This design comes from an exercise in tuning for small area on the open sky130 flow, not from production work.
Function was checked by simulation only, so behaviour that the tests miss may differ from the original.
Power is estimated from default activity; no workload was simulated.

[flow/run.sh]
#!/bin/bash
# Standard layout, with the port buffers made from the smallest buffer cell.
bash standard.sh BUFFER_PORTS_ARGS="-buffer_cell sky130_fd_sc_hd__buf_1" finish > standard.log 2>&1
[standard.sh]
#!/bin/bash
# synth_recipe.tcl (not shown) runs the flow's synth.tcl, then flattens the netlist and writes it again
# the make line also repeats each setting of config.mk as NAME=value (left out here)
make -C /OpenROAD-flow-scripts/flow DESIGN_CONFIG=/design/flow/config.mk WORK_HOME=/design/flow/orfs CLKGATE_MAP_FILE= SYNTH_SCRIPT=/design/flow/synth_recipe.tcl "${@:-finish}"
[config.mk]
export PLATFORM = sky130hd
export DESIGN_NAME = chess_top
export DESIGN_NICKNAME = chess_top
export VERILOG_FILES = /design/flow/design.v
export SDC_FILE = /design/flow/constraint.sdc
export NUM_CORES = 8
export LEC_CHECK = 0
export CAP_MARGIN = 20
export CORE_MARGIN = 2
export CORE_UTILIZATION = 60
export CTS_BUF_LIST = sky130_fd_sc_hd__clkbuf_16
export CTS_CLUSTER_DIAMETER = 90
export CTS_CLUSTER_SIZE = 26
export PLACE_DENSITY = 0.8
export SLEW_MARGIN = 20
[constraint.sdc]
create_clock -name core_clock -period 10.0 [get_ports {ClkPort}]
set_input_delay 2.0000 -clock core_clock [delete_from_list [all_inputs] [get_ports {ClkPort}]]
set_output_delay 2.0000 -clock core_clock [all_outputs]
set_load 0.01 [all_outputs]
[design.v]
module input_debounce(CLK, RESET, Btn, Btn_pulse);
input CLK;
input RESET;
input Btn;
output Btn_pulse;
localparam [10:0] FIRST = 11'd117;      
reg s;
reg P;
reg busy;                     
reg [10:0] C;
assign Btn_pulse = P;
wire last = (C[9] == 1'b0) && (C[7:0] == 8'b0011_0000);
wire go   = (Btn ^ s) & ~P;            
wire done = go & busy & last;         
always @(posedge CLK, posedge RESET)
begin
	if (RESET) begin
		s <= 1'b0;
		P <= 1'b0;
		busy <= 1'b0;
	end
	else begin
		if (done) s <= ~s;
		P <= done & ~s;
		busy <= go & ~done;
	end
end
always @(posedge CLK)
	C <= busy ? {C[9:0], ~(C[10] ^ C[8])} : FIRST;
endmodule
module hvsync_generator(clk, reset, vga_h_sync, vga_v_sync, xb, xu, xr5, yb, yu, yr5);
input clk;
input reset;
output vga_h_sync, vga_v_sync;
output reg [3:0] xb;
output reg [3:0] xu;
output wire xr5;
output reg [3:0] yb;
output reg [3:0] yu;
output wire yr5;
reg [2:0] xr, yr;
reg vga_HS, vga_VS;
assign xr5 = xr[2] & ~xr[1];
assign yr5 = yr[2] & ~yr[1];
wire xr1 = ~xr[2] & xr[0] & ~xr[1];
wire yr1 = ~yr[2] & yr[0] & ~yr[1];
wire x_blk_end = xr5 && (xu == 4'd8);                
wire x_wrap    = x_blk_end && (xb == 4'd15);
wire x_800     = xr5 && (xu == 4'd7) && (xb == 4'd13);  
reg [3:0] xu_next;
always @(*) begin
	case (xu)
		4'd15: xu_next = 4'd0;
		4'd0:  xu_next = 4'd1;
		4'd1:  xu_next = 4'd2;
		4'd2:  xu_next = 4'd3;
		4'd3:  xu_next = 4'd7;
		4'd7:  xu_next = 4'd6;
		4'd6:  xu_next = 4'd5;
		4'd5:  xu_next = 4'd4;
		4'd4:  xu_next = 4'd8;
		default: xu_next = 4'd15;
	endcase
end
wire y_521     = yr1 && (yu == 4'd5) && (yb == 4'd9);
wire y_blk_end = yr5 && (yu == 4'd8);
wire y_wrap    = yr1 && (yu == 4'd3) && (yb == 4'd10);
always @(posedge clk)
begin
	if (reset) begin
		xb <= 4'd13; xu <= 4'd6; xr <= 3'b001;      
	end
	else begin
		xr <= {xr[1:0], (~xr[2] | ~xr[1]) & ~x_wrap};
		if (xr5) xu <= xu_next;
		if (x_blk_end) xb <= xb + 4'd1;
	end
end
always @(posedge clk)
begin
	if (reset) begin
		yb <= 4'd9; yu <= 4'd5; yr <= 3'b011;       
	end
	else if (y_521 || x_800) begin
		if (y_wrap) begin
			yb <= 4'd0; yu <= 4'd15; yr <= 3'b000;
		end
		else begin
			yr <= {yr[1:0], ~yr[2] | ~yr[1]};
			if (yr5) yu <= (yu == 4'd8) ? 4'd15 : yu + 4'd1;
			if (y_blk_end) yb <= yb + 4'd1;
		end
	end
end
always @(posedge clk)
begin
	vga_HS <= ((xb == 4'd10) && (xu == 4'd5 || xu == 4'd4 || xu == 4'd8)) || (xb == 4'd11)
	       || ((xb == 4'd12) && (xu == 4'd15 || xu <= 4'd3 || xu == 4'd7 || (xu == 4'd6 && xr1)));
	vga_VS <= ((yb == 4'd8) && (yu == 4'd8) && yr5) || ((yb == 4'd9) && (yu == 4'd15) && yr1);
end
assign vga_h_sync = ~vga_HS;
assign vga_v_sync = ~vga_VS;
endmodule
module display_interface(
	CLK, RESET,
	HSYNC, VSYNC, R, G, B,
	PIECE, CUR_SQ, NEXT_SQ, COL_END,
	CURSOR_ADDR, SELECT_ADDR, SELECT_EN
	);
input wire CLK, RESET;
output wire HSYNC, VSYNC;
output wire [2:0] R;
output wire [2:0] G;
output wire [1:0] B;
input wire [3:0] PIECE;
output wire [5:0] CUR_SQ;
output wire [5:0] NEXT_SQ;
output wire COL_END;
input wire [5:0] CURSOR_ADDR;
input wire [5:0] SELECT_ADDR;
input wire SELECT_EN;
wire [3:0] xb, yb, xu, yu;
wire xr5, yr5;
hvsync_generator syncgen(.clk(CLK), .reset(RESET),
	.vga_h_sync(HSYNC), .vga_v_sync(VSYNC),
	.xb(xb), .xu(xu), .xr5(xr5), .yb(yb), .yu(yu), .yr5(yr5));
wire [2:0] row = yb[2:0];
wire [2:0] col = xb[2:0];
assign CUR_SQ  = {row, col};
assign NEXT_SQ = {row, (xb[3] || col == 3'd7) ? 3'd0 : col + 3'd1};
assign COL_END = (xu == 4'd8) && xr5;       
reg art_bit;
always @(*) begin
	case ({PIECE[2:0], yu[2:0], xu[2:0]})
		9'o143, 9'o147, 9'o152, 9'o153, 9'o156, 9'o157, 9'o161, 9'o162,
		9'o163, 9'o165, 9'o166, 9'o167, 9'o171, 9'o172, 9'o173, 9'o175,
		9'o176, 9'o177:
			art_bit = 1'b1;
		9'o203, 9'o207, 9'o211, 9'o212, 9'o213, 9'o216, 9'o217, 9'o220,
		9'o221, 9'o222, 9'o223, 9'o225, 9'o226, 9'o227, 9'o230, 9'o231,
		9'o232, 9'o234, 9'o235, 9'o236, 9'o237, 9'o244, 9'o245, 9'o246,
		9'o253, 9'o254, 9'o255, 9'o256, 9'o257, 9'o262, 9'o263, 9'o264,
		9'o265, 9'o266, 9'o267, 9'o271, 9'o272, 9'o273, 9'o275, 9'o276,
		9'o277:
			art_bit = 1'b1;
		9'o313, 9'o317, 9'o322, 9'o323, 9'o326, 9'o327, 9'o332, 9'o333,
		9'o336, 9'o337, 9'o343, 9'o347, 9'o353, 9'o357, 9'o362, 9'o363,
		9'o366, 9'o367, 9'o370, 9'o371, 9'o372, 9'o374, 9'o375, 9'o376:
			art_bit = 1'b1;
		9'o411, 9'o413, 9'o415, 9'o417, 9'o421, 9'o422, 9'o423, 9'o425,
		9'o426, 9'o427, 9'o432, 9'o433, 9'o436, 9'o437, 9'o443, 9'o447,
		9'o453, 9'o457, 9'o462, 9'o463, 9'o466, 9'o467, 9'o471, 9'o472,
		9'o473, 9'o475, 9'o476, 9'o477:
			art_bit = 1'b1;
		9'o511, 9'o513, 9'o514, 9'o516, 9'o521, 9'o523, 9'o524, 9'o526,
		9'o531, 9'o533, 9'o534, 9'o536, 9'o541, 9'o543, 9'o544, 9'o546,
		9'o551, 9'o552, 9'o553, 9'o554, 9'o555, 9'o556, 9'o557, 9'o561,
		9'o562, 9'o563, 9'o564, 9'o565, 9'o566, 9'o567, 9'o571, 9'o572,
		9'o573, 9'o574, 9'o575, 9'o576, 9'o577:
			art_bit = 1'b1;
		9'o603, 9'o607, 9'o611, 9'o612, 9'o613, 9'o615, 9'o616, 9'o617,
		9'o623, 9'o627, 9'o633, 9'o637, 9'o642, 9'o643, 9'o646, 9'o647,
		9'o651, 9'o652, 9'o653, 9'o655, 9'o656, 9'o657, 9'o661, 9'o662,
		9'o663, 9'o665, 9'o666, 9'o667, 9'o672, 9'o673, 9'o676, 9'o677:
			art_bit = 1'b1;
		default: art_bit = 1'b0;
	endcase
end
wire in_board = ~xb[3] && ~yb[3] && !(col == 3'd7 && COL_END) && !(row == 3'd7 && yu == 4'd8 && yr5);
wire border = (xu == 4'd15) || (xu == 4'd8) || (xu == 4'd4 && xr5)
           || (yu == 4'd15) || (yu == 4'd8) || (yu == 4'd7 && yr5);
wire dark = row[0] ^ col[0];
localparam C_OUT = 3'd7, C_DARK = 3'd3, C_LIGHT = 3'd5, C_BLACK = 3'd0, C_WHITE = 3'd1, C_CURSOR = 3'd2, C_SEL = 3'd4;
reg [2:0] code;
reg [2:0] code_next;
always @(*) begin
	if (RESET || !in_board) code_next = C_OUT;
	else if (border) begin
		if (CURSOR_ADDR == CUR_SQ) code_next = C_CURSOR;
		else if (SELECT_EN && SELECT_ADDR == CUR_SQ) code_next = C_SEL;
		else code_next = dark ? C_DARK : C_LIGHT;
	end
	else if (art_bit) code_next = PIECE[3] ? C_BLACK : C_WHITE;
	else code_next = dark ? C_DARK : C_LIGHT;
end
always @(posedge CLK) code <= code_next;
reg [7:0] color;
always @(*) begin
	case (code)
		C_DARK:   color = 8'b101_000_00;
		C_LIGHT:  color = 8'b111_110_10;
		C_BLACK:  color = 8'b001_001_01;
		C_WHITE:  color = 8'b111_111_11;
		C_CURSOR: color = 8'b000_000_11;
		C_SEL:    color = 8'b111_000_00;
		default:  color = 8'b000_000_00;
	endcase
end
assign R = color[7:5];
assign G = color[4:2];
assign B = color[1:0];
endmodule
module game_logic(
	CLK, RESET,
	BtnL, BtnU, BtnR, BtnD, BtnC,
	cursor_contents, cursor_stale, ahead_empty,
	cursor_addr, selected_addr, sel_piece, sel_empty, dest_addr,
	state, player_to_move, move_is_legal
	);
input wire CLK, RESET;
input wire BtnL, BtnU, BtnR, BtnD, BtnC;
input wire [3:0] cursor_contents;
input wire cursor_stale;  
input wire ahead_empty;   
output reg [5:0] cursor_addr;
output reg [5:0] selected_addr;
output reg [3:0] sel_piece;
output reg [5:0] dest_addr;
output reg [2:0] state;
output wire move_is_legal;
localparam PIECE_NONE   = 3'b000;
localparam PIECE_PAWN   = 3'b001;
localparam PIECE_KNIGHT = 3'b010;
localparam PIECE_BISHOP = 3'b011;
localparam PIECE_ROOK   = 3'b100;
localparam PIECE_QUEEN  = 3'b101;
localparam PIECE_KING   = 3'b110;
localparam COLOR_WHITE  = 0;
localparam COLOR_BLACK  = 1;
localparam INITIAL = 3'b000,
	PIECE_SEL = 3'b001, PIECE_MOVE = 3'b010,
	WRITE_NEW_PIECE = 3'b011, ERASE_OLD_PIECE = 3'b100;
output reg player_to_move;
output reg sel_empty;
wire [2:0] sel_type = sel_empty ? PIECE_NONE : sel_piece[2:0];
wire cur_own = (cursor_contents[3] == player_to_move) && (cursor_contents[2:0] != PIECE_NONE);
always @(posedge CLK, posedge RESET) begin
	if (RESET) begin
		state <= INITIAL;
		player_to_move <= COLOR_WHITE;
		cursor_addr <= 6'b110_100;
	end
	else begin
		case (state)
			INITIAL: state <= PIECE_SEL;
			PIECE_SEL:
				if (BtnC && cur_own) state <= PIECE_MOVE;
			PIECE_MOVE:
				if (BtnC) begin
					if (!cur_own && legal) state <= WRITE_NEW_PIECE;
					else if (!cur_own) state <= PIECE_SEL;
				end
			WRITE_NEW_PIECE: state <= ERASE_OLD_PIECE;
			ERASE_OLD_PIECE: begin
				state <= PIECE_SEL;
				player_to_move <= ~player_to_move;
			end
			default: ;
		endcase
		if      (BtnL && cursor_addr[2:0] != 3'b000) cursor_addr[2:0] <= cursor_addr[2:0] - 3'd1;
		else if (BtnR && cursor_addr[2:0] != 3'b111) cursor_addr[2:0] <= cursor_addr[2:0] + 3'd1;
		else if (BtnU && cursor_addr[5:3] != 3'b000) cursor_addr[5:3] <= cursor_addr[5:3] - 3'd1;
		else if (BtnD && cursor_addr[5:3] != 3'b111) cursor_addr[5:3] <= cursor_addr[5:3] + 3'd1;
	end
end
always @(posedge CLK) begin
	if (state == INITIAL) begin
		selected_addr <= 6'd0;
		sel_piece <= {1'b1, PIECE_ROOK};
		sel_empty <= 1'b0;
	end
	else begin
		if ((state == PIECE_SEL || state == PIECE_MOVE) && BtnC && cur_own) begin
			selected_addr <= cursor_addr;
			sel_piece <= cursor_contents;
			sel_empty <= 1'b0;
		end
		if (state == ERASE_OLD_PIECE) sel_empty <= 1'b1;
	end
	if (state == PIECE_MOVE) dest_addr <= cursor_addr;
end
wire [2:0] cr = cursor_addr[5:3], cc = cursor_addr[2:0];
wire [2:0] sr = selected_addr[5:3], sc = selected_addr[2:0];
wire [3:0] dh = {1'b0, cc} - {1'b0, sc};
wire [3:0] dv = {1'b0, cr} - {1'b0, sr};
wire [2:0] h_delta = (dh[2:0] ^ {3{dh[3]}}) + {2'b0, dh[3]};
wire [2:0] v_delta = (dv[2:0] ^ {3{dv[3]}}) + {2'b0, dv[3]};
wire dest_empty = (cursor_contents[2:0] == PIECE_NONE);
reg legal;
always @(*) begin
	case (sel_type)
		PIECE_PAWN:
			if (cursor_stale)
				legal = 1'b0;
			else if (player_to_move == COLOR_WHITE)
				legal = (cr < sr) && (
					  (v_delta == 3'd2 && h_delta == 3'd0 && sr == 3'b110 && dest_empty && ahead_empty)
					|| (v_delta == 3'd1 && h_delta == 3'd0 && dest_empty)
					|| (v_delta == 3'd1 && h_delta == 3'd1 && cursor_contents[3] == COLOR_BLACK && !dest_empty));
			else
				legal = (cr > sr) && (
					  (v_delta == 3'd2 && h_delta == 3'd0 && sr == 3'b001 && dest_empty && ahead_empty)
					|| (v_delta == 3'd1 && h_delta == 3'd0 && dest_empty)
					|| (v_delta == 3'd1 && h_delta == 3'd1 && cursor_contents[3] == COLOR_WHITE && !dest_empty));
		PIECE_ROOK:   legal = (h_delta == 3'd0 || v_delta == 3'd0);
		PIECE_QUEEN:  legal = (h_delta == 3'd0 || v_delta == 3'd0 || h_delta == v_delta);
		PIECE_KING:   legal = (h_delta <= 3'd1) && (v_delta <= 3'd1);
		PIECE_BISHOP: legal = (h_delta == v_delta);
		PIECE_KNIGHT: legal = (h_delta == 3'd2 && v_delta == 3'd1) || (v_delta == 3'd2 && h_delta == 3'd1);
		default:      legal = 1'b0;
	endcase
end
assign move_is_legal = legal && (state != INITIAL);
endmodule
`timescale 1ns / 1ps
module chess_top( MemOE, MemWR, RamCS, FlashCS, QuadSpiFlashCS,
		ClkPort,
		BtnL, BtnU, BtnD, BtnR, BtnC,
		Sw0,
		vga_hsync, vga_vsync,
		vga_r0, vga_r1, vga_r2,
		vga_g0, vga_g1, vga_g2,
		vga_b0, vga_b1,
		Ld0, Ld1, Ld2, Ld3, Ld4
	);
input		Sw0;
input		BtnL, BtnU, BtnD, BtnR, BtnC;
input		ClkPort;
output wire	MemOE, MemWR, RamCS, FlashCS, QuadSpiFlashCS;
assign MemOE = 1'b0;
assign MemWR = 1'b0;
assign RamCS = 1'b0;
assign FlashCS = 1'b0;
assign QuadSpiFlashCS = 1'b0;
output wire vga_hsync, vga_vsync;
output wire vga_r0, vga_r1, vga_r2;
output wire vga_g0, vga_g1, vga_g2;
output wire vga_b0, vga_b1;
output wire Ld0, Ld1, Ld2, Ld3, Ld4;
wire Reset = Sw0;
wire[2:0] vga_r;
wire[2:0] vga_g;
wire[1:0] vga_b;
assign vga_r0 = vga_r[2]; assign vga_r1 = vga_r[1]; assign vga_r2 = vga_r[0];
assign vga_g0 = vga_g[2]; assign vga_g1 = vga_g[1]; assign vga_g2 = vga_b[0];
assign vga_b0 = vga_b[1]; assign vga_b1 = vga_b[0];
wire BtnC_pulse, BtnU_pulse, BtnR_pulse, BtnL_pulse, BtnD_pulse;
input_debounce L_debounce(.CLK(ClkPort), .RESET(Reset), .Btn(BtnL), .Btn_pulse(BtnL_pulse));
input_debounce R_debounce(.CLK(ClkPort), .RESET(Reset), .Btn(BtnR), .Btn_pulse(BtnR_pulse));
input_debounce U_debounce(.CLK(ClkPort), .RESET(Reset), .Btn(BtnU), .Btn_pulse(BtnU_pulse));
input_debounce D_debounce(.CLK(ClkPort), .RESET(Reset), .Btn(BtnD), .Btn_pulse(BtnD_pulse));
input_debounce C_debounce(.CLK(ClkPort), .RESET(Reset), .Btn(BtnC), .Btn_pulse(BtnC_pulse));
function [3:0] init_piece;
	input [5:0] sq;
	reg [2:0] back;
	begin
		case (sq[2:0])
			3'd0, 3'd7: back = 3'd4;
			3'd1, 3'd6: back = 3'd2;
			3'd2, 3'd5: back = 3'd3;
			3'd3:       back = 3'd5;
			default:    back = 3'd6;
		endcase
		case (sq[5:3])
			3'd0: init_piece = {1'b1, back};
			3'd1: init_piece = 4'b1001;
			3'd6: init_piece = 4'b0001;
			3'd7: init_piece = {1'b0, back};
			default: init_piece = 4'b0000;
		endcase
	end
endfunction
wire [5:0] cursor_addr, selected_addr, dest_addr;
wire [3:0] sel_piece;
wire sel_empty;
wire [2:0] logic_state;
wire [3:0] cursor_contents;
reg ahead_empty;
wire player_is_black;
reg pend_dest;               
wire [5:0] ahead_sq = {(player_is_black ? 3'd2 : 3'd5), selected_addr[2:0]};
wire ahead_is_dest = (dest_addr[5] != player_is_black) && (dest_addr[3] != player_is_black)
                  && (dest_addr[0] == selected_addr[0]);
game_logic logic_module(
	.CLK(ClkPort), .RESET(Reset),
	.BtnL(BtnL_pulse), .BtnU(BtnU_pulse), .BtnR(BtnR_pulse), .BtnD(BtnD_pulse), .BtnC(BtnC_pulse),
	.cursor_contents(cursor_contents), .cursor_stale(pend_dest && cursor_addr[3] == dest_addr[3] && cursor_addr[0] == dest_addr[0]),
	.ahead_empty(ahead_empty && !(pend_dest && ahead_is_dest)),
	.cursor_addr(cursor_addr), .selected_addr(selected_addr),
	.sel_piece(sel_piece), .sel_empty(sel_empty), .dest_addr(dest_addr),
	.state(logic_state), .player_to_move(player_is_black), .move_is_legal(Ld4));
assign { Ld3, Ld2, Ld1, Ld0 } = { 1'b0, logic_state };
wire st_initial = (logic_state == 3'd0);
wire st_write   = (logic_state == 3'd3);
reg [255:0] ring;            
reg [5:0] phase;             
reg init_pending;
wire [3:0] slot0  = ring[3:0];
wire [3:0] slot32 = ring[131:128];
wire absorb_dest = pend_dest && (phase == dest_addr);
wire absorb_src  = sel_empty && (phase == selected_addr);
wire phase_last = (phase[4:0] == 5'd16);
reg [3:0] head_in;           
always @(*) begin
	if (init_pending) head_in = init_piece(phase);
	else if (absorb_dest) head_in = sel_piece;
	else if (absorb_src) head_in = 4'b0000;
	else head_in = slot0;
end
always @(posedge ClkPort) begin
	ring <= {head_in, ring[255:4]};
	phase <= st_initial ? 6'd0 : {phase[5] ^ phase_last,
	                              phase[3:0], phase[4] ^ phase[2] ^ (phase[3:0] == 4'd0)};
	init_pending <= st_initial | (init_pending & ~(phase_last & phase[5]));
	pend_dest <= st_write | (pend_dest & ~absorb_dest);
end
function [1:0] mod3;
	input [2:0] v;
	case (v)
		3'd0, 3'd3, 3'd6: mod3 = 2'd0;
		3'd1, 3'd4, 3'd7: mod3 = 2'd1;
		default:          mod3 = 2'd2;
	endcase
endfunction
reg [3:0] box [0:8];
function near1;
	input [2:0] a, b;
	case ({a, b})
		6'o00, 6'o01, 6'o10, 6'o11, 6'o12, 6'o21, 6'o22, 6'o23, 6'o32, 6'o33, 6'o34,
		6'o43, 6'o44, 6'o45, 6'o54, 6'o55, 6'o56, 6'o65, 6'o66, 6'o67, 6'o76, 6'o77: near1 = 1'b1;
		default: near1 = 1'b0;
	endcase
endfunction
wire head_near = near1(phase[5:3], cursor_addr[5:3]) && near1(phase[2:0], cursor_addr[2:0]);
always @(posedge ClkPort)
	if (head_near) box[mod3(phase[5:3]) * 3 + mod3(phase[2:0])] <= head_in;
assign cursor_contents = box[mod3(cursor_addr[5:3]) * 3 + mod3(cursor_addr[2:0])];
always @(posedge ClkPort)
	if (phase == ahead_sq) ahead_empty <= (head_in[2:0] == 3'b000);
wire [5:0] cur_sq, next_sq;
wire col_end;
reg [3:0] dcur, dnext;
wire next_any  = (next_sq[4:0] == phase[4:0]);      
wire next_head = next_any && (next_sq[5] == phase[5]);
wire cur_is_dest = (cur_sq == dest_addr);
wire cur_is_src  = (cur_sq == selected_addr);
always @(posedge ClkPort) begin
	if (next_any) dnext <= next_head ? head_in : slot32;
	if (col_end) dcur <= next_head ? head_in : dnext;
	else if (absorb_dest && cur_is_dest) dcur <= sel_piece;
	else if (absorb_src && cur_is_src) dcur <= 4'b0000;
end
reg [3:0] disp_piece;
always @(*) begin
	if (pend_dest && cur_sq == dest_addr) disp_piece = sel_piece;
	else if (sel_empty && cur_sq == selected_addr) disp_piece = 4'b0000;
	else disp_piece = dcur;
end
display_interface display_interface(
	.CLK(ClkPort), .RESET(Reset),
	.HSYNC(vga_hsync), .VSYNC(vga_vsync),
	.R(vga_r), .G(vga_g), .B(vga_b),
	.PIECE(disp_piece), .CUR_SQ(cur_sq), .NEXT_SQ(next_sq), .COL_END(col_end),
	.CURSOR_ADDR(cursor_addr), .SELECT_ADDR(selected_addr),
	.SELECT_EN(logic_state == 3'd2));
endmodule
==> qor.yml, run 1 <==
status:
  status: "no timing/DRC/antenna violations"
detailed_routing:
  drt_iter0_drc: 691
  viasPerCell: 5.41
  avgRoutedWirePerCell_um: 15.8
  totalWireLength_mm: 24.5
  post-route-drc-count: 0
  dr.pass1.iters: 5
  antenna_left: 0
  num_vias: 8393
place:
  place_hpwl_mm: 16.9
  globalplace.congestion: 0.885
  postPlaceCellArea_mm2: 0.0149
  port_buffers: 20
cts:
  cts_buffers: 20
  ctsHoldBuffers: 0
  cts.sinks: 433
  clock_latency_ps: 520
  post_cts_buffers: 0
  cts_tree: "yes"
  post_cts_resized: 0
  cts_root_buf: "clkbuf_16"
  clk_pin_slew_ps: 100
  htree_levels: 1
  cts_buffer_depth: 3
worst_setup_path:
  cp.required_ps: 8000
  critPathMaxFanout: 11
  critPathLaunchType: "flip-flop"
  critPathArrivalTime_ps: 5330
  end_kind: "primary output"
  path_class: "reg2out"
finish:
  area_delta_synth_final_pct: 5.28
  mostFrequentLayoutCells: "357 x dfxtp_1, 75 x nand2_1, 59 x inv_1"
  antenna_cells: 0
  fin_util_pct: 64.0
  layout_commonest_cell: "dfxtp_1"
  nNetsFinal: 1276
  final_area_mm2: 0.0155
  drive_gt1_share_pct: 4.73
synth:
  synth_cells: 1220
  synth.distinct_cells: 82
  synth_warnings: 5
  syn_area_mm2: 0.0147
  yosysSeqAreaShare_pct: 63.3
  synth_ff_type: "dfxtp_1"
  synth_edf_count: 51
  synth.avg_cell_area_um2: 12.0
  async_flop_share_pct: 5.77
  ys_ff_latch: 433
worst_hold_path:
  min_path_type: "reg2reg"
power:
  p_per_area_mw_per_mm2: 217
  vdd_ir_drop_max_mv: 0.198
  p_leak_uw: 0.00621
sta:
  grt_setup_unrepaired: "no"
  hold_viol_final: 0
  fin_setup_tns_ps: 0
  final_max_slew_viol_count: 0
  fin_skew_ps: 15.0
  period_share_pct: 73.3
  setup_viol: 0
  maxSlewHeadroom_pct: 24.3
  fin_crit_ps: 7330
  worst_slew_pin_slew_ps: 1110
  max_freq_mhz: 136
global_route:
  grt-ovfl-total: 0
  antenna_found_initial: 0
  grt_pass1_vias: 8150
  grt_max_degree: 28
  grt_pass1_wl_mm: 40.9
  grt_usage_pct: 19.4
die:
  initial_core_util_pct: 60.8
  core_area_mm2: 0.0242
  ios: 27
  die_w_um: 161
  die_y_um: 161
  rows: 57
  die_area_mm2: 0.0258
run:
  drv_cap: 0
==> area by class of cell <==
cell class | instances | area, µm²
sequential | 433 | 9310
tap | 324 | 405
fill | 1857 | 8710
multi-input combinational | 686 | 4890
timing repair buffer | 24 | 105
inverter | 51 | 191
clock inverter | 11 | 47.5
clock buffer | 21 | 526
==> report_power, final <==
part / leakage [µW] / switching, µW / internal (µW)
registers: 0.00374 / 104 / 1940
logic: 0.00215 / 268 / 177
clock network: 0.000315 / 491 / 383
==> metrics by stage <==
stage	total power, µW	worst slack (ps)	instances	hold WS [ps]
after floorplan	2380	4080	1225	310
after global placement	2500	3480	1518	310
after detailed placement	2510	3330	1518	312
after CTS	3380	2710	1550	327
after global routing	3520	2470	1550	336
final	3360	2670	1550	325
==> synthesized netlist by cell type, types with 4 or more instances <==
master / n / share of area, %
xnor2_1: 36 / 2.1
mux2i_1: 30 / 2.0
nand3_1: 24 / 0.82
edfxtp_1: 51 / 10
or3_1: 6 / 0.26
nor4b_1: 4 / 0.24
o22ai_1: 7 / 0.30
inv_1: 50 / 1.3
a21oi_1: 34 / 1.2
a211oi_1: 8 / 0.41
nand2_1: 75 / 1.9
nor2_1: 56 / 1.4
xor2_1: 37 / 2.2
fa_1: 5 / 0.68
nor4_1: 11 / 0.47
nor2b_1: 14 / 0.60
nand2b_1: 38 / 1.6
dfrtp_1: 22 / 3.7
o21ai_0: 46 / 1.6
a311oi_1: 4 / 0.24
clkbuf_1: 31 / 0.79
dfxtp_1: 357 / 49
and4_1: 4 / 0.24
nand4_1: 15 / 0.64
mux4_1: 5 / 0.89
mux2_2: 9 / 0.69
buf_2: 6 / 0.20
and2_1: 39 / 1.7
ha_1: 48 / 4.1
o21ai_1: 9 / 0.31
and3_1: 4 / 0.17
o211ai_1: 5 / 0.26
o21a_1: 4 / 0.20
buf_4: 11 / 0.56
a31oi_1: 17 / 0.72
nor3_1: 20 / 0.68
==> state kept, by name (all words and copies together), names as in the netlist, 4 cells and up <==
name,count
phase,6
logic_module.selected_addr,6
dnext,4
box,36
display_interface.syncgen.xu,4
ring,256
display_interface.syncgen.yb,4
dcur,4
D_debounce.C,11
C_debounce.C,11
display_interface.syncgen.xb,4
display_interface.syncgen.yu,4
U_debounce.C,11
L_debounce.C,11
logic_module.dest_addr,6
logic_module.cursor_addr,6
logic_module.sel_piece,4
R_debounce.C,11
==> path summary, 6_finish.rpt <==
path | depth (start not counted) | to | slack (ps) | startpoint
hold / removal | 0 | ring[142]$_DFF_P_ | 330 | ring[146]$_DFF_P_
setup / recovery | 15 | Ld4 | 2670 | logic_module.cursor_addr[1]$_DFFE_PP0N_
min in group asynchronous | 2 | logic_module.player_to_move$_DFFE_PP0P_ | 1820 | Sw0
setup reg to reg | 14 | logic_module.state[1]$_DFFE_PP0P_ | 5160 | logic_module.cursor_addr[1]$_DFFE_PP0N_
max in group asynchronous | 3 | logic_module.cursor_addr[5]$_DFFE_PP1P_ | 7400 | Sw0
hold reg to reg | 0 | ring[142]$_DFF_P_ | 330 | ring[146]$_DFF_P_
==> critical path, cell delays in order, from the launching register on <==
cell and delay [ps]:
dfrtp_1 540, ha_1 300, ha_1 210, a21o_1 170, a2111oi_0 700, ha_1 370, ha_1 200, inv_1 60
fa_1 500, mux4_1 380, mux2i_1 110, or3_2 580, a41o_1 230, a21oi_1 190, nor2_1 110, buf_1 140
==> metal layers <==
layer / routed length (µm) / part of all wire, % / GRT usage [%]
met5: 0 / 0 / 0
met4: 991 / 4.0 / 7.90
met3: 1150 / 4.7 / 2.84
met2: 10900 / 45 / 30.8
met1: 11500 / 47 / 27.0
==> cell families after synthesis <==
| logic type | after synthesis | synth area share [%] |
|---|---|---|
| AO/OA/AOI/OAI | 165 | 7.08 |
| XOR/XNOR | 74 | 4.46 |
| adder cells (fa/ha/maj) | 54 | 4.84 |
| buffers and inverters | 106 | 3.52 |
| flip-flops | 433 | 63.3 |
| multiplexers | 50 | 4.37 |
| other | 1 | 0.0255 |
| AND/OR/NAND/NOR | 337 | 12.4 |
==> run 2, diff against run 1 <==
--- a/design.v
+++ b/design.v
@@ -443,15 +443,11 @@
 wire next_any  = (next_sq[4:0] == phase[4:0]);      
 wire next_head = next_any && (next_sq[5] == phase[5]);
-wire cur_is_dest = (cur_sq == dest_addr);
-wire cur_is_src  = (cur_sq == selected_addr);
 always @(posedge ClkPort) begin
 	if (next_any) dnext <= next_head ? head_in : slot32;
 	if (col_end) dcur <= next_head ? head_in : dnext;
-	else if (absorb_dest && cur_is_dest) dcur <= sel_piece;
-	else if (absorb_src && cur_is_src) dcur <= 4'b0000;
 end
 reg [3:0] disp_piece;
 always @(*) begin
-	if (pend_dest && cur_sq == dest_addr) disp_piece = sel_piece;
+	if ((pend_dest || sel_empty) && cur_sq == dest_addr) disp_piece = sel_piece;
 	else if (sel_empty && cur_sq == selected_addr) disp_piece = 4'b0000;
 	else disp_piece = dcur;
==> run 2 against run 1 <==
  * Via count down 0.58%
  * Critical endpoint unchanged
  * Still clean
  * Sequential power about the same
  * Core utilization grew 1.1 points
  * Flip-flop and latch count stayed put
  * Register-to-register slack improved by 210 ps
  * Worst hold slack got worse by 9.0 ps
  * Sequential share of layout area grew 0.43 points
  * Synthesized cell count down 1.2%
  * Global-route usage up 0.33 points
  * Power is 2.5% higher
  * Worst setup slack gained 150 ps
  * Critical path depth is 2 higher
  * Largest cell class unchanged
==> qor.yml, run 2 <==
status:
  status: "no timing/DRC/antenna violations"  # unchanged
finish:
  fin_util_pct: 65.1  # was 64.0%
  mostFrequentLayoutCells: "357 x dfxtp_1, 66 x nand2_1, 56 x nor2_1"  # was 357 x dfxtp_1, 75 x nand2_1, 59 x inv_1
  top_register: "ring"  # unchanged
  nNetsFinal: 1263  # was 1276
  area_delta_synth_final_pct: 6.13  # was 5.28%
  drive_gt1_share_pct: 4.95  # was 4.73%
  antenna_cells: 0  # unchanged
  fin_cells: 1531  # was 1550
  layout_commonest_cell: "dfxtp_1"  # unchanged
  largest_reg_flops: 256  # unchanged
detailed_routing:
  totalWireLength_mm: 25.2  # was 24.5 mm
  dr.pass1.iters: 5  # unchanged
  drt_iter0_drc: 667  # was 691
  num_vias: 8344  # was 8393
  viasPerCell: 5.45  # was 5.41
  post-route-drc-count: 0  # unchanged
  avgRoutedWirePerCell_um: 16.5  # was 15.8 µm
  antenna_left: 0  # unchanged
synth:
  synth_cells: 1205  # was 1220
  async_flop_share_pct: 5.77  # unchanged
  synth.distinct_cells: 73  # was 82
  syn_area_mm2: 0.0145  # was 0.0147 mm²
  synth_edf_count: 51  # unchanged
  synth_top_area_share_pct: 49.4  # was 48.6%
  yosysSeqAreaShare_pct: 64.3  # was 63.3%
  synth_top_area_cell: "dfxtp_1"  # unchanged
  synth_ff_type: "dfxtp_1"  # unchanged
  yosys-top-cells-area: "dfxtp_1 49%, edfxtp_1 11%, ha_1 4.1%"  # was dfxtp_1 49%, edfxtp_1 10%, ha_1 4.1%
  synth.avg_cell_area_um2: 12.0  # about the same
  synth_warnings: 5  # unchanged
  synthTopCellsByCount: "357 x dfxtp_1, 66 x nand2_1, 56 x nor2_1, 51 x edfxtp_1, 48 x ha_1"  # was 357 x dfxtp_1, 75 x nand2_1, 56 x nor2_1, 51 x edfxtp_1, 50 x inv_1
  synth.most_common_cell: "dfxtp_1"  # unchanged
  ys_ff_latch: 433  # unchanged
place:
  globalplace.congestion: 0.923  # was 0.885
  port_buffers: 20  # unchanged
  placed_cells: 1498  # was 1518
  place_hpwl_mm: 17.3  # was 16.9 mm
sta:
  max_freq_mhz: 139  # was 136 MHz
  maxSlewHeadroom_pct: 47.0  # was 24.3%
  fin_crit_ps: 7170  # was 7330 ps
  grt_setup_unrepaired: "no"  # unchanged
  fin_skew_ps: 21.9  # was 15.0 ps
  fin_setup_tns_ps: 0  # unchanged
  worst_slew_pin_slew_ps: 795  # was 1110 ps
  final_max_slew_viol_count: 0  # unchanged
  period_share_pct: 71.7  # was 73.3%
  hold_viol_final: 0  # unchanged
  setup_viol: 0  # unchanged
cts:
  cts.sinks: 433  # unchanged
  ctsHoldBuffers: 0  # unchanged
  cts_tree: "yes"  # unchanged
  clock_latency_ps: 540  # was 520 ps
  post_cts_resized: 0  # unchanged
  htree_levels: 1  # unchanged
  post_cts_buffers: 0  # unchanged
  cts_buffers: 21  # was 20
  cts_root_buf: "clkbuf_16"  # unchanged
  clk_pin_slew_ps: 100  # about the same
  cts_buffer_depth: 3  # unchanged
power:
  p_per_area_mw_per_mm2: 224  # was 217 mW/mm²
  p_seq_share_pct: 60.2  # was 60.7%
  switchingPower_uw: 920  # was 863 µW
  p_sw_share_pct: 26.7  # was 25.7%
  pwr-share-comb_pct: 13.3  # was 13.2%
  vdd_ir_drop_max_mv: 0.158  # was 0.198 mV
  clockPowerShare_pct: 26.5  # was 26.0%
  internal-power_uw: 2520  # was 2500 µW
  p_leak_uw: 0.00609  # was 0.00621 µW
global_route:
  grt-ovfl-total: 0  # unchanged
  grt_max_degree: 33  # was 28
  antenna_found_initial: 0  # unchanged
  grt_usage_pct: 19.7  # was 19.4%
  grt_pass1_wl_mm: 41.0  # was 40.9 mm
  grt_pass1_vias: 8039  # was 8150
worst_setup_path:
  end_kind: "primary output"  # unchanged
  critPathMaxFanout: 11  # unchanged
  path_class: "reg2out"  # unchanged
  critPathLaunchType: "flip-flop"  # unchanged
  cp.required_ps: 8000  # about the same
  critPathArrivalTime_ps: 5170  # was 5330 ps
die:
  die_w_um: 159  # was 161 µm
  ios: 27  # unchanged
  core_area_mm2: 0.0236  # was 0.0242 mm²
  die_y_um: 159  # was 161 µm
  rows: 56  # was 57
  die_area_mm2: 0.0254  # was 0.0258 mm²
  initial_core_util_pct: 61.3  # was 60.8%
run:
  drv_cap: 0  # unchanged
worst_hold_path:
  min_path_type: "reg2reg"  # unchanged
[run 2: changes by cell type after synthesis, moves of 6 or more]
cell	delta
mux2i_1	-10
o21ai_1	-7
o211ai_1	+6
o21ai_0	-7
clkbuf_1	+9
nand4_1	-7
o31ai_1	+7
inv_1	-7
a31oi_1	-9
nand2_1	-9
[run 2: area by class of cell]
type                            count  area, µm²
Sequential cell                   433       9310
Fill cell                        1751       8250
Clock buffer                       21        526
Timing Repair Buffer               23       97.6
Tap cell                          319        399
Clock inverter                     11       75.1
Multi-Input combinational cell    680       4790
Inverter                           44        165
[run 2: cells by family after synthesis]
logic type | synth area share [%]
simple gates | 12.9
other cells | 0.0259
buf+inv | 2.78
mux | 2.78
flops | 64.3
compound gates | 7.84
fa+ha+maj | 4.84
xor+xnor | 4.54
[run 2: power by group through the flow]
stage | combinational (µW) | sequential [µW] | clock [µW]
after CTS | 454 | 2070 | 937
after detailed placement | 446 | 2110 | 0
after global placement | 425 | 2110 | 0
final | 459 | 2070 | 912
after floorplan | 382 | 2020 | 0
after global routing | 509 | 2090 | 994
[run 2: worst max-delay path, stage by stage, from the launching register on]
cell,delay (ps)
dfstp_2,670
inv_1,130
ha_1,270
and2_1,200
a211oi_1,360
nand2_1,100
ha_1,290
ha_1,140
inv_1,50
fa_1,580
nor2b_1,250
a22oi_1,110
a31o_2,300
or4_1,500
a21oi_1,220
nor2b_1,160
o21a_1,140
buf_1,160
[run 2: path summary, 6_finish.rpt]
kind                                                    startpoint                                       to  slack (ps)  cells after the start
setup / recovery           logic_module.cursor_addr[4]$_DFFE_PP1P_                                      Ld4        2830                     17
hold / removal                                   ring[255]$_DFF_P_                        ring[251]$_DFF_P_         320                      0
setup reg to reg           logic_module.cursor_addr[4]$_DFFE_PP1P_        logic_module.state[1]$_DFFE_PP0P_        5370                     16
hold reg to reg                                  ring[255]$_DFF_P_                        ring[251]$_DFF_P_         320                      0
max in group asynchronous                                      Sw0  logic_module.cursor_addr[2]$_DFFE_PP1N_        7700                      3
min in group asynchronous                                      Sw0  logic_module.cursor_addr[3]$_DFFE_PP0P_        1940                      3
[run 2: routing by layer]
metal	GRT usage [%]	part of all wire [%]	up-vias
li1	-	-	4121
met1	28.1	47	3949
met2	31.4	45	224
met3	3.00	5.6	50
met4	5.83	2.6	0
met5	0.189	0	-
[run 2: through the flow]
step           hold WS [ps]  setup slack, ps  cell area [µm²]  power (µW)
2_1_floorplan           310             4010            14500        2400
3_5_place_dp            312             3490            14800        2550
5_1_grt                 314             2560            15400        3590
4_1_cts                 320             2880            15400        3460
6_report                316             2830            15400        3440
3_3_place_gp            310             3570            14800        2530
==> run 3, diff against run 2 <==
--- a/design.v
+++ b/design.v
@@ -378,5 +378,6 @@
 reg ahead_empty;
 wire player_is_black;
-reg pend_dest;               
+wire st_erase = (logic_state == 3'd4);
+wire dest_written = st_erase | sel_empty;
 wire [5:0] ahead_sq = {(player_is_black ? 3'd2 : 3'd5), selected_addr[2:0]};
 wire ahead_is_dest = (dest_addr[5] != player_is_black) && (dest_addr[3] != player_is_black)
@@ -385,6 +386,6 @@
 	.CLK(ClkPort), .RESET(Reset),
 	.BtnL(BtnL_pulse), .BtnU(BtnU_pulse), .BtnR(BtnR_pulse), .BtnD(BtnD_pulse), .BtnC(BtnC_pulse),
-	.cursor_contents(cursor_contents), .cursor_stale(pend_dest && cursor_addr[3] == dest_addr[3] && cursor_addr[0] == dest_addr[0]),
-	.ahead_empty(ahead_empty && !(pend_dest && ahead_is_dest)),
+	.cursor_contents(cursor_contents), .cursor_stale(st_erase && cursor_addr[3] == dest_addr[3] && cursor_addr[0] == dest_addr[0]),
+	.ahead_empty(ahead_empty && !(st_erase && ahead_is_dest)),
 	.cursor_addr(cursor_addr), .selected_addr(selected_addr),
 	.sel_piece(sel_piece), .sel_empty(sel_empty), .dest_addr(dest_addr),
@@ -398,5 +399,5 @@
 wire [3:0] slot0  = ring[3:0];
 wire [3:0] slot32 = ring[131:128];
-wire absorb_dest = pend_dest && (phase == dest_addr);
+wire absorb_dest = dest_written && (phase == dest_addr);
 wire absorb_src  = sel_empty && (phase == selected_addr);
 wire phase_last = (phase[4:0] == 5'd16);
@@ -412,6 +413,5 @@
 	phase <= st_initial ? 6'd0 : {phase[5] ^ phase_last,
 	                              phase[3:0], phase[4] ^ phase[2] ^ (phase[3:0] == 4'd0)};
-	init_pending <= st_initial | (init_pending & ~(phase_last & phase[5]));
-	pend_dest <= st_write | (pend_dest & ~absorb_dest);
+	init_pending <= st_initial | (init_pending & ~st_write);
 end
 function [1:0] mod3;
@@ -449,5 +449,5 @@
 reg [3:0] disp_piece;
 always @(*) begin
-	if ((pend_dest || sel_empty) && cur_sq == dest_addr) disp_piece = sel_piece;
+	if (dest_written && cur_sq == dest_addr) disp_piece = sel_piece;
 	else if (sel_empty && cur_sq == selected_addr) disp_piece = 4'b0000;
 	else disp_piece = dcur;
--- a/config.mk
+++ b/config.mk
@@ -12,4 +12,4 @@
 export CTS_CLUSTER_DIAMETER = 90
 export CTS_CLUSTER_SIZE = 26
-export PLACE_DENSITY = 0.8
+export PLACE_DENSITY = 0.85
 export SLEW_MARGIN = 20
==> run 3 against run 2 <==
  * Still clean on timing, DRC and antenna
  * Synthesized cell count decreased by 1.5%
  * Global-route usage rose by 0.22 points
  * Core utilization fell by 0.22 points
  * Register-to-register slack worse by 710 ps
  * Maximum frequency down 7.1%
  * Via count is 1.6% lower
  * Cell count fell by 1.6%
  * Highest routed layer unchanged
==> qor.yml, run 3 <==
synth:
  synth_edf_count: 51  # unchanged
  synth_cells: 1187  # was 1205
  synth.avg_cell_area_um2: 12.1  # was 12.0 µm²
  synth_warnings: 5  # unchanged
  yosys-top-cells-area: "dfxtp_1 50%, edfxtp_1 11%, ha_1 4.1%"  # was dfxtp_1 49%, edfxtp_1 11%, ha_1 4.1%
  async_flop_share_pct: 5.79  # was 5.77%
  ys_ff_latch: 432  # was 433
  synth_top_area_share_pct: 49.6  # was 49.4%
  yosysSeqAreaShare_pct: 64.7  # was 64.3%
  synthTopCellsByCount: "356 x dfxtp_1, 67 x nor2_1, 63 x nand2_1, 51 x edfxtp_1, 47 x ha_1"  # was 357 x dfxtp_1, 66 x nand2_1, 56 x nor2_1, 51 x edfxtp_1, 48 x ha_1
  synth.most_common_cell: "dfxtp_1"  # unchanged
  synth_top_area_cell: "dfxtp_1"  # unchanged
  syn_area_mm2: 0.0144  # was 0.0145 mm²
  synth_ff_type: "dfxtp_1"  # unchanged
  synth.distinct_cells: 73  # unchanged
cts:
  cts_tree: "yes"  # unchanged
  post_cts_buffers: 0  # unchanged
  cts_root_buf: "clkbuf_16"  # unchanged
  cts_buffers: 20  # was 21
  cts.sinks: 432  # was 433
  clk_pin_slew_ps: 110  # was 100 ps
  ctsHoldBuffers: 0  # unchanged
  cts_buffer_depth: 3  # unchanged
  post_cts_resized: 0  # unchanged
  htree_levels: 1  # unchanged
  clock_latency_ps: 550  # was 540 ps
place:
  place_hpwl_mm: 16.8  # was 17.3 mm
  port_buffers: 20  # unchanged
  globalplace.congestion: 0.906  # was 0.923
  dp_slack_ps: 2940  # was 3490 ps
  placed_cells: 1477  # was 1498
sta:
  final_max_slew_viol_count: 0  # unchanged
  hold_viol_final: 0  # unchanged
  max_freq_mhz: 129  # was 139 MHz
  maxSlewHeadroom_pct: 36.1  # was 47.0%
  fin_crit_ps: 7720  # was 7170 ps
  grt_setup_unrepaired: "no"  # unchanged
  period_share_pct: 77.2  # was 71.7%
  fin_setup_tns_ps: 0  # unchanged
  worst_slew_pin_slew_ps: 950  # was 795 ps
  fin_skew_ps: 21.2  # was 21.9 ps
  setup_viol: 0  # unchanged
  setup_slack_ps: 2280  # was 2830 ps
  hold_ws_ps: 331  # was 316 ps
worst_setup_path:
  critPathArrivalTime_ps: 5720  # was 5170 ps
  cp.required_ps: 8000  # about the same
  path_class: "reg2out"  # unchanged
  crit_start: "logic_module.cursor_addr[1]$_DFFE_PP0N_"  # was logic_module.cursor_addr[4]$_DFFE_PP1P_
  rr_endpoint: "logic_module.selected_addr[1]$_SDFFE_PP0P_"  # was logic_module.state[1]$_DFFE_PP0P_
  critPathLaunchType: "flip-flop"  # unchanged
  reg2reg_from: "logic_module.cursor_addr[1]$_DFFE_PP0N_"  # was logic_module.cursor_addr[4]$_DFFE_PP1P_
  critPathMaxFanout: 11  # unchanged
  ff2ff_path_depth: 15  # was 16
  crit_path_end: "Ld4"  # unchanged
  reg2reg_slack_ps: 4660  # was 5370 ps
  end_kind: "primary output"  # unchanged
finish:
  fin_cells: 1507  # was 1531
  top_register: "ring"  # unchanged
  area_delta_synth_final_pct: 5.95  # was 6.13%
  largest_reg_flops: 256  # unchanged
  nNetsFinal: 1239  # was 1263
  layout_commonest_cell: "dfxtp_1"  # unchanged
  antenna_cells: 0  # unchanged
  mostFrequentLayoutCells: "356 x dfxtp_1, 67 x nor2_1, 63 x nand2_1"  # was 357 x dfxtp_1, 66 x nand2_1, 56 x nor2_1
  drive_gt1_share_pct: 4.97  # was 4.95%
  fin_util_pct: 64.8  # was 65.1%
  num-fill-cells: 1697  # was 1751
global_route:
  grt_usage_pct: 19.9  # was 19.7%
  grt_pass1_wl_mm: 41.3  # was 41.0 mm
  grt_pass1_vias: 8076  # was 8039
  grt_max_degree: 29  # was 33
  antenna_found_initial: 0  # unchanged
  grt-ovfl-total: 0  # unchanged
detailed_routing:
  totalWireLength_mm: 25.3  # was 25.2 mm
  post-route-drc-count: 0  # unchanged
  viasPerCell: 5.45  # about the same
  avgRoutedWirePerCell_um: 16.8  # was 16.5 µm
  num_vias: 8208  # was 8344
  dr.pass1.iters: 5  # unchanged
  antenna_left: 0  # unchanged
  drt_iter0_drc: 765  # was 667
power:
  vdd_ir_drop_max_mv: 0.145  # was 0.158 mV
  p_per_area_mw_per_mm2: 223  # was 224 mW/mm²
  p_leak_uw: 0.00612  # was 0.00609 µW
die:
  die_y_um: 159  # about the same
  core_area_mm2: 0.0235  # was 0.0236 mm²
  rows: 56  # unchanged
  die_area_mm2: 0.0252  # was 0.0254 mm²
  initial_core_util_pct: 61.2  # was 61.3%
  ios: 27  # unchanged
  die_w_um: 159  # about the same
worst_hold_path:
  min_path_type: "reg2reg"  # unchanged
run:
  drv_cap: 0  # unchanged
status:
  status: "no timing/DRC/antenna violations"  # unchanged
-- run 3: area by class of cell --
class	count	area, µm²	area share (%)
sequential	432	9290	61.0
multi-input combinational	659	4700	30.9
clock buffer	20	500	3.29
tap	319	399	2.62
inverter	43	161	1.06
timing repair buffer	24	105	0.691
clock inverter	10	70.1	0.460
-- run 3: cells by family (layout without fill, tap and decap cells) --
group | after synthesis | in the layout | share of synthesized area [%]
other | 1 | 6 | 0.0261
AND/OR/NAND/NOR | 328 | 328 | 12.3
flip-flops | 432 | 432 | 64.7
multiplexers | 54 | 54 | 4.26
AO/OA/AOI/OAI | 143 | 143 | 6.36
XOR/XNOR | 76 | 76 | 4.63
buffers and inverters | 101 | 97 | 2.96
adder cells (fa/ha/maj) | 52 | 52 | 4.79
-- run 3: how the worst min path moves through the flow --
| stage | startpoint | end | slack (ps) | cells after the start |
|---|---|---|---|---|
| after floorplan | ring[4]$_DFF_P_ | ring[0]$_DFF_P_ | 310 | 0 |
| after global placement | ring[16]$_DFF_P_ | ring[12]$_DFF_P_ | 310 | 0 |
| after detailed placement | ring[106]$_DFF_P_ | ring[102]$_DFF_P_ | 310 | 0 |
| after CTS | ring[28]$_DFF_P_ | ring[24]$_DFF_P_ | 330 | 0 |
| after global routing | ring[123]$_DFF_P_ | ring[119]$_DFF_P_ | 340 | 0 |
| final | ring[28]$_DFF_P_ | ring[24]$_DFF_P_ | 330 | 0 |
-- run 3: routing by layer --
layer  GRT usage, %  part of all wire, %
met5              0                    0
met4           7.38                  3.4
met3           2.93                  4.5
met2           33.0                   46
met1           26.7                   46
-- run 3: worst max-delay path, cell delays in order (launching register included) --
cell and delay [ps]:
dfrtp_1 560, ha_1 310, ha_1 220, a21o_1 170, a2111oi_0 690, ha_1 350
ha_1 190, inv_1 60, fa_1 520, mux4_2 380, mux2i_1 90, nor3_1 490
nor2_1 180, a2111oi_0 570, nor2_1 130, nor2_1 120, buf_1 150
-- run 3: report_power, final --
part           switching (µW)  internal [µW]
Combinational             284            179
Clock                     508            372
Sequential                113           1940
Total                     904           2490
-- run 3: metrics by stage --
| step | cell area, µm² | total power, µW |
|---|---|---|
| after floorplan | 14400 | 2380 |
| after global placement | 14600 | 2480 |
| after detailed placement | 14600 | 2530 |
| after CTS | 15200 | 3400 |
| after global routing | 15200 | 3540 |
| final | 15200 | 3390 |
==> run 4, diff against run 3 <==
--- a/config.mk
+++ b/config.mk
@@ -12,4 +12,4 @@
 export CTS_CLUSTER_DIAMETER = 90
 export CTS_CLUSTER_SIZE = 26
-export PLACE_DENSITY = 0.85
+export PLACE_DENSITY = 0.75
 export SLEW_MARGIN = 20
==> run 4 against run 3 <==
  * Worst setup slack improved by 110 ps
  * Largest cell class unchanged
  * Still clean on timing, DRC and antenna
  * Combinational power fell by 6.9%
  * Critical path depth stayed put
  * Clock skew is 1.0 ps higher
  * Sequential power about the same
  * Synthesized cell count unchanged
==> qor.yml, run 4 <==
detailed_routing:
  avgRoutedWirePerCell_um: 15.3  # was 16.8 µm
  totalWireLength_mm: 23.2  # was 25.3 mm
  viasPerCell: 5.27  # was 5.45
  post-route-drc-count: 0  # unchanged
  num_vias: 7962  # was 8208
  dr.pass1.iters: 4  # was 5
  drt_iter0_drc: 591  # was 765
  antenna_left: 0  # unchanged
sta:
  setup_viol: 0  # unchanged
  final_max_slew_viol_count: 0  # unchanged
  period_share_pct: 76.2  # was 77.2%
  max_freq_mhz: 131  # was 129 MHz
  grt_setup_unrepaired: "no"  # unchanged
  fin_skew_ps: 22.2  # was 21.2 ps
  fin_crit_ps: 7620  # was 7720 ps
  maxSlewHeadroom_pct: 44.2  # was 36.1%
  hold_viol_final: 0  # unchanged
  fin_setup_tns_ps: 0  # unchanged
  worst_slew_pin_slew_ps: 830  # was 950 ps
cts:
  post_cts_resized: 0  # unchanged
  clk_pin_slew_ps: 100  # was 110 ps
  cts_buffers: 20  # unchanged
  cts_tree: "yes"  # unchanged
  cts_root_buf: "clkbuf_16"  # unchanged
  cts_buffer_depth: 3  # unchanged
  ctsHoldBuffers: 0  # unchanged
  cts.sinks: 432  # unchanged
  htree_levels: 1  # unchanged
  post_cts_buffers: 0  # unchanged
  clock_latency_ps: 530  # was 550 ps
worst_setup_path:
  critPathArrivalTime_ps: 5620  # was 5720 ps
  path_class: "reg2out"  # unchanged
  critPathMaxFanout: 11  # unchanged
  cp_cell_sequence: "ha_1 -> ha_1 -> a21o_1 -> a2111oi_0 -> ha_1 -> ha_1 -> inv_1 -> fa_1 -> mux4_2 -> mux2i_1 -> nor3_1 -> nor2_1 -> a2111oi_0 -> nor2_1 -> nor2_1 -> buf_1"  # unchanged
  critPathLaunchType: "flip-flop"  # unchanged
  cpMostUsedCell: "ha_1"  # unchanged
  cpLargestDelayFamily: "adder cells"  # unchanged
  end_kind: "primary output"  # unchanged
  cp_slowest_stage_delay_ps: 590  # was 690 ps
  cp.required_ps: 8000  # about the same
  critPathBufInv: 2  # unchanged
  critPathSlowestCell: "a2111oi_0"  # unchanged
global_route:
  grtUsageMet2_pct: 28.9  # was 33.0%
  grt_usage_pct: 18.5  # was 19.9%
  use_met1_pct: 26.9  # was 26.7%
  antenna_found_initial: 0  # unchanged
  met3_usage_pct: 2.53  # was 2.93%
  grt_pass1_vias: 7626  # was 8076
  grt_max_degree: 28  # was 29
  grt_pass1_wl_mm: 38.5  # was 41.3 mm
  grt-ovfl-total: 0  # unchanged
  grt.busiest_layer: "met2"  # unchanged
synth:
  synth_top_area_share_pct: 49.6  # unchanged
  synth_ff_type: "dfxtp_1"  # unchanged
  synth.distinct_cells: 73  # unchanged
  yosys-top-cells-area: "dfxtp_1 50%, edfxtp_1 11%, ha_1 4.1%"  # unchanged
  ys_ff_latch: 432  # unchanged
  synth.most_common_cell: "dfxtp_1"  # unchanged
  syn_area_mm2: 0.0144  # unchanged
  synth_cells: 1187  # unchanged
  synth_edf_count: 51  # unchanged
  synth_top_area_cell: "dfxtp_1"  # unchanged
  yosysSeqAreaShare_pct: 64.7  # unchanged
  synth.avg_cell_area_um2: 12.1  # unchanged
  async_flop_share_pct: 5.79  # unchanged
  synth_warnings: 5  # unchanged
  synthTopCellsByCount: "356 x dfxtp_1, 67 x nor2_1, 63 x nand2_1, 51 x edfxtp_1, 47 x ha_1"  # unchanged
die:
  die_area_mm2: 0.0252  # unchanged
  rows: 56  # unchanged
  die_y_um: 159  # unchanged
  initial_core_util_pct: 61.2  # unchanged
  ios: 27  # unchanged
  core_area_mm2: 0.0235  # unchanged
  die_w_um: 159  # unchanged
finish:
  mostFrequentLayoutCells: "356 x dfxtp_1, 67 x nor2_1, 63 x nand2_1"  # unchanged
  nNetsFinal: 1241  # was 1239
  antenna_cells: 0  # unchanged
  layout_commonest_cell: "dfxtp_1"  # unchanged
  top_register: "ring"  # unchanged
  largest_reg_flops: 256  # unchanged
  area_delta_synth_final_pct: 6.17  # was 5.95%
  drive_gt1_share_pct: 5.11  # was 4.97%
  fin_util_pct: 65.0  # was 64.8%
place:
  port_buffers: 20  # unchanged
  globalplace.congestion: 0.859  # was 0.906
  place_hpwl_mm: 15.7  # was 16.8 mm
run:
  drv_cap: 0  # unchanged
power:
  p_leak_uw: 0.00615  # was 0.00612 µW
  p_per_area_mw_per_mm2: 221  # was 223 mW/mm²
  vdd_ir_drop_max_mv: 0.174  # was 0.145 mV
worst_hold_path:
  min_path_type: "reg2reg"  # unchanged
status:
  status: "no timing/DRC/antenna violations"  # unchanged
## run 4: cell counts after synthesis
Identical to the previous run, type by type.
## run 4: cell families after synthesis
kind of cell | Yosys count | share of synthesized area, %
and+or+nand+nor | 328 | 12.3
other | 1 | 0.0261
xor gates and xnor gates | 76 | 4.63
DFF | 432 | 64.7
adders and majority gates | 52 | 4.79
buffers and inverters | 101 | 2.96
AOI/OAI and AO/OA | 143 | 6.36
muxes | 54 | 4.26
## run 4: cell type report
| cell class | instances | area [µm²] |
|---|---|---|
| tap | 319 | 399 |
| timing repair buffer | 26 | 120 |
| fill | 1768 | 8220 |
| multi-input combinational | 659 | 4690 |
| sequential | 432 | 9290 |
| clock buffer | 22 | 551 |
| inverter | 43 | 161 |
| clock inverter | 11 | 46.3 |
## run 4: layer usage
layer  routed length (µm)  share of wire (%)
met1                11500                 49
met2                10000                 43
met3                 1040                4.5
met4                  666                2.9
met5                    0                  0
## run 4: path summary, 6_finish.rpt
check / slack [ps] / from / end / cells past startpoint
worst max-delay path: 2380 / logic_module.cursor_addr[1]$_DFFE_PP0N_ / Ld4 / 16
worst min-delay path: 320 / ring[193]$_DFF_P_ / ring[189]$_DFF_P_ / 0
worst max register to register: 5000 / logic_module.cursor_addr[1]$_DFFE_PP0N_ / logic_module.state[1]$_DFFE_PP0P_ / 15
worst min register to register: 320 / ring[193]$_DFF_P_ / ring[189]$_DFF_P_ / 0
max in group asynchronous: 7580 / Sw0 / logic_module.cursor_addr[2]$_DFFE_PP1N_ / 3
min in group asynchronous: 2100 / Sw0 / logic_module.cursor_addr[0]$_DFFE_PP0N_ / 3
## run 4: power breakdown
group	leakage [µW]	internal (µW)	switching, µW
combinational	0.00209	176	254
clock	0.000328	400	495
sequential	0.00373	1940	107
## run 4: worst reg2reg max path, cell delays in order, from the launching register on
cell       delay, ps
dfrtp_1          540
ha_1             300
ha_1             200
a21o_1           160
a2111oi_0        590
ha_1             340
ha_1             190
inv_1             60
fa_1             520
mux4_2           380
mux2i_1           90
nor3_1           570
nor2_1           200
a2111oi_0        560
nor4_1           120
nor2_1           120
## run 4: stage by stage
stage                     hold slack [ps]  instances  power, µW  area (µm²)  setup slack [ps]
after floorplan                       310       1192       2380       14400              3760
final                                 323       1512       3370       15300              2380
after detailed placement              312       1479       2510       14700              2930
after CTS                             325       1512       3400       15300              2340
after global routing                  330       1512       3530       15300              1860
after global placement                310       1479       2490       14600              3080
==> run 5, diff against run 4 <==
--- a/config.mk
+++ b/config.mk
@@ -8,8 +8,8 @@
 export CAP_MARGIN = 20
 export CORE_MARGIN = 2
-export CORE_UTILIZATION = 60
+export CORE_UTILIZATION = 55
 export CTS_BUF_LIST = sky130_fd_sc_hd__clkbuf_16
 export CTS_CLUSTER_DIAMETER = 90
 export CTS_CLUSTER_SIZE = 26
-export PLACE_DENSITY = 0.75
+export PLACE_DENSITY = 0.8
 export SLEW_MARGIN = 20
==> run 5 against run 4 <==
  * Critical path type unchanged
  * Largest cell class unchanged
  * Combinational power grew 2%
  * Power down 0.50%
  * Die area grew 8.9%
==> qor.yml, run 5 <==
status:
  status: "no timing/DRC/antenna violations"  # unchanged
detailed_routing:
  post-route-drc-count: 0  # unchanged
  dr.pass1.iters: 5  # was 4
  drt_iter0_drc: 699  # was 591
  viasPerCell: 5.29  # was 5.27
  totalWireLength_mm: 23.9  # was 23.2 mm
  num_vias: 8073  # was 7962
  antenna_left: 0  # unchanged
  avgRoutedWirePerCell_um: 15.6  # was 15.3 µm
finish:
  antenna_cells: 0  # unchanged
  num-fill-cells: 2055  # was 1768
  largest_reg_flops: 256  # unchanged
  layout_commonest_cell: "dfxtp_1"  # unchanged
  drive_gt1_share_pct: 4.95  # was 5.11%
  mostFrequentLayoutCells: "356 x dfxtp_1, 67 x nor2_1, 63 x nand2_1"  # unchanged
  top_register: "ring"  # unchanged
  area_delta_synth_final_pct: 6.08  # was 6.17%
  final_area_mm2: 0.0152  # was 0.0153 mm²
  nNetsFinal: 1241  # unchanged
cts:
  htree_levels: 1  # unchanged
  cts_root_buf: "clkbuf_16"  # unchanged
  cts_buffer_depth: 3  # unchanged
  cts.sinks: 432  # unchanged
  post_cts_resized: 0  # unchanged
  clk_pin_slew_ps: 110  # was 100 ps
  ctsHoldBuffers: 0  # unchanged
  clock_latency_ps: 530  # about the same
  cts_buffers: 20  # unchanged
  cts_tree: "yes"  # unchanged
  post_cts_buffers: 0  # unchanged
worst_setup_path:
  cp_cell_sequence: "ha_1 -> ha_1 -> a21o_1 -> a2111oi_0 -> ha_1 -> ha_1 -> inv_1 -> fa_1 -> mux4_2 -> mux2i_1 -> nor3_1 -> nor2_1 -> a2111oi_0 -> nor2_1 -> nor2_1 -> buf_1"  # unchanged
  reg2reg_from: "logic_module.cursor_addr[4]$_DFFE_PP1P_"  # was logic_module.cursor_addr[1]$_DFFE_PP0N_
  ff2ff_path_depth: 16  # was 15
  critPathArrivalTime_ps: 5480  # was 5620 ps
  reg2reg_slack_ps: 4840  # was 5000 ps
  cp_slowest_stage_delay_ps: 620  # was 590 ps
  cpMostUsedCell: "ha_1"  # unchanged
  critPathSlowestCell: "a2111oi_0"  # unchanged
  rr_endpoint: "logic_module.sel_piece[3]$_SDFFE_PP1P_"  # was logic_module.state[1]$_DFFE_PP0P_
  end_kind: "primary output"  # unchanged
  critPathMaxFanout: 11  # unchanged
  path_class: "reg2out"  # unchanged
  cp.required_ps: 8000  # about the same
  critPathLaunchType: "flip-flop"  # unchanged
power:
  switchingPower_uw: 865  # was 856 µW
  p_per_area_mw_per_mm2: 220  # was 221 mW/mm²
  pwr-share-comb_pct: 13.1  # was 12.8%
  p_sw_share_pct: 25.8  # was 25.4%
  vdd_ir_drop_max_mv: 0.180  # was 0.174 mV
  p_leak_uw: 0.00614  # was 0.00615 µW
  internal-power_uw: 2490  # was 2510 µW
  p_seq_share_pct: 61.0  # was 60.7%
  clockPowerShare_pct: 25.9  # was 26.5%
run:
  drv_cap: 0  # unchanged
sta:
  max_freq_mhz: 134  # was 131 MHz
  fin_crit_ps: 7480  # was 7620 ps
  grt_setup_unrepaired: "no"  # unchanged
  period_share_pct: 74.8  # was 76.2%
  final_max_slew_viol_count: 0  # unchanged
  setup_slack_ps: 2520  # was 2380 ps
  fin_setup_tns_ps: 0  # unchanged
  hold_ws_ps: 319  # was 323 ps
  maxSlewHeadroom_pct: 32.6  # was 44.2%
  hold_viol_final: 0  # unchanged
  setup_viol: 0  # unchanged
  fin_skew_ps: 21.0  # was 22.2 ps
  worst_slew_pin_slew_ps: 1000  # was 830 ps
die:
  initial_core_util_pct: 55.6  # was 61.2%
  die_area_mm2: 0.0274  # was 0.0252 mm²
  die_y_um: 166  # was 159 µm
  die_w_um: 166  # was 159 µm
  ios: 27  # unchanged
  core_area_mm2: 0.0258  # was 0.0235 mm²
  rows: 59  # was 56
worst_hold_path:
  hold_depth: 0  # unchanged
  min_path_type: "reg2reg"  # unchanged
  hold_start: "ring[81]$_DFF_P_"  # was ring[193]$_DFF_P_
  whs_endpoint: "ring[77]$_DFF_P_"  # was ring[189]$_DFF_P_
synth:
  synth_cells: 1187  # unchanged
  synth.avg_cell_area_um2: 12.1  # unchanged
  ys_ff_latch: 432  # unchanged
  async_flop_share_pct: 5.79  # unchanged
  synth_top_area_share_pct: 49.6  # unchanged
  synth.most_common_cell: "dfxtp_1"  # unchanged
  synth_ff_type: "dfxtp_1"  # unchanged
  syn_area_mm2: 0.0144  # unchanged
  synth.distinct_cells: 73  # unchanged
  synthTopCellsByCount: "356 x dfxtp_1, 67 x nor2_1, 63 x nand2_1, 51 x edfxtp_1, 47 x ha_1"  # unchanged
  yosysSeqAreaShare_pct: 64.7  # unchanged
  yosys-top-cells-area: "dfxtp_1 50%, edfxtp_1 11%, ha_1 4.1%"  # unchanged
  synth_warnings: 5  # unchanged
  synth_edf_count: 51  # unchanged
  synth_top_area_cell: "dfxtp_1"  # unchanged
global_route:
  antenna_found_initial: 0  # unchanged
  grt-ovfl-total: 0  # unchanged
  grt_usage_pct: 17.2  # was 18.5%
  grt_max_degree: 35  # was 28
  grt_pass1_wl_mm: 39.1  # was 38.5 mm
  grt_pass1_vias: 7914  # was 7626
place:
  place_hpwl_mm: 16.3  # was 15.7 mm
  postPlaceCellArea_mm2: 0.0147  # about the same
  dp_slack_ps: 3130  # was 2930 ps
  port_buffers: 20  # unchanged
  globalplace.congestion: 0.870  # was 0.859
## run 5: final cells by class
| class | count | area, µm² | share of cell area [%] |
|---|---|---|---|
| repair buffers | 26 | 120 | 0.788 |
| well taps | 335 | 419 | 2.75 |
| flip-flops and latches | 432 | 9290 | 60.9 |
| clock inverters | 12 | 63.8 | 0.419 |
| multi-input cells | 659 | 4690 | 30.7 |
| inverters | 43 | 161 | 1.06 |
| clock buffers | 20 | 500 | 3.28 |
## run 5: how the worst max path moves through the flow
stage                                                        from  end  slack [ps]  depth (start not counted)
after floorplan           logic_module.cursor_addr[4]$_DFFE_PP1P_  Ld4        3760                         16
after global placement    logic_module.cursor_addr[1]$_DFFE_PP0N_  Ld4        3260                         16
after detailed placement  logic_module.cursor_addr[1]$_DFFE_PP0N_  Ld4        3130                         16
after CTS                 logic_module.cursor_addr[1]$_DFFE_PP0N_  Ld4        2530                         16
after global routing      logic_module.cursor_addr[4]$_DFFE_PP1P_  Ld4        2060                         17
final                     logic_module.cursor_addr[1]$_DFFE_PP0N_  Ld4        2520                         16
## run 5: layer usage
layer  vias to the layer above  part of all wire, %  GRT usage [%]
li1                       3997                    -              -
met1                      3802                   46           23.9
met2                       215                   45           27.3
met3                        59                  5.1           2.60
met4                         0                  3.6           6.47
met5                         -                    0              0
## run 5: critical path, delay by kind of cell, from the launching register on
family | cells | cell delay [ps]
flops | 1 | 560
mux | 2 | 470
buf+inv | 2 | 220
fa+ha+maj | 5 | 1550
simple gates | 4 | 840
compound gates | 3 | 1290
## run 5: power groups by stage
stage	clock [µW]	combinational, µW	sequential, µW
after floorplan	0	368	2010
after global placement	0	411	2080
after detailed placement	0	433	2080
after CTS	893	436	2040
after global routing	955	491	2060
final	869	438	2050
## run 5: through the flow
stage               instances  power, µW  util [%]
floorplan                1192       2380         -
global placement         1495       2490      56.7
detailed placement       1495       2510      56.8
CTS                      1527       3370      58.9
global route             1527       3510      59.0
finish                   1527       3350      59.0
## run 5: cells by family after synthesis
| family | after synthesis | synth area share, % |
|---|---|---|
| xor+xnor | 76 | 4.63 |
| buf+inv | 101 | 2.96 |
| simple gates | 328 | 12.3 |
| mux | 54 | 4.26 |
| compound gates | 143 | 6.36 |
| flops | 432 | 64.7 |
| fa+ha+maj | 52 | 4.79 |
| other cells | 1 | 0.0261 |

==> afterwards: timing with drivers on the ports <==
In the flow no input, the clock included, has a driving cell. The finished layouts below were timed again as built, in two steps. Step 1 sets driving cells, clkbuf_16 on the clock port and buf_2 on the other inputs (assumed; they add their load-dependent delay and slew). Step 2 also shifts input and output timing later by t, the mid clock arrival at the registers, as if the neighbouring blocks saw the same clock. a / b / c = ideal / step 1 / step 2; a / b = the first two.
run	t, ns	setup WS [ns]	worst hold slack (ns)	clock arrival spread, ns
run 1	0.557	2.672 / 2.629 / 3.186	0.325 / 0.325 / 0.325	0.022 / 0.021
run 2	0.572	2.826 / 2.779 / 3.351	0.316 / 0.316 / 0.316	0.032 / 0.032
run 3	0.579	2.276 / 2.232 / 2.811	0.331 / 0.331 / 0.331	0.023 / 0.024
run 4	0.559	2.384 / 2.338 / 2.897	0.323 / 0.323 / 0.323	0.025 / 0.024
run 5	0.568	2.523 / 2.476 / 3.044	0.319 / 0.319 / 0.319	0.024 / 0.024
After both steps every run listed still meets setup and hold.
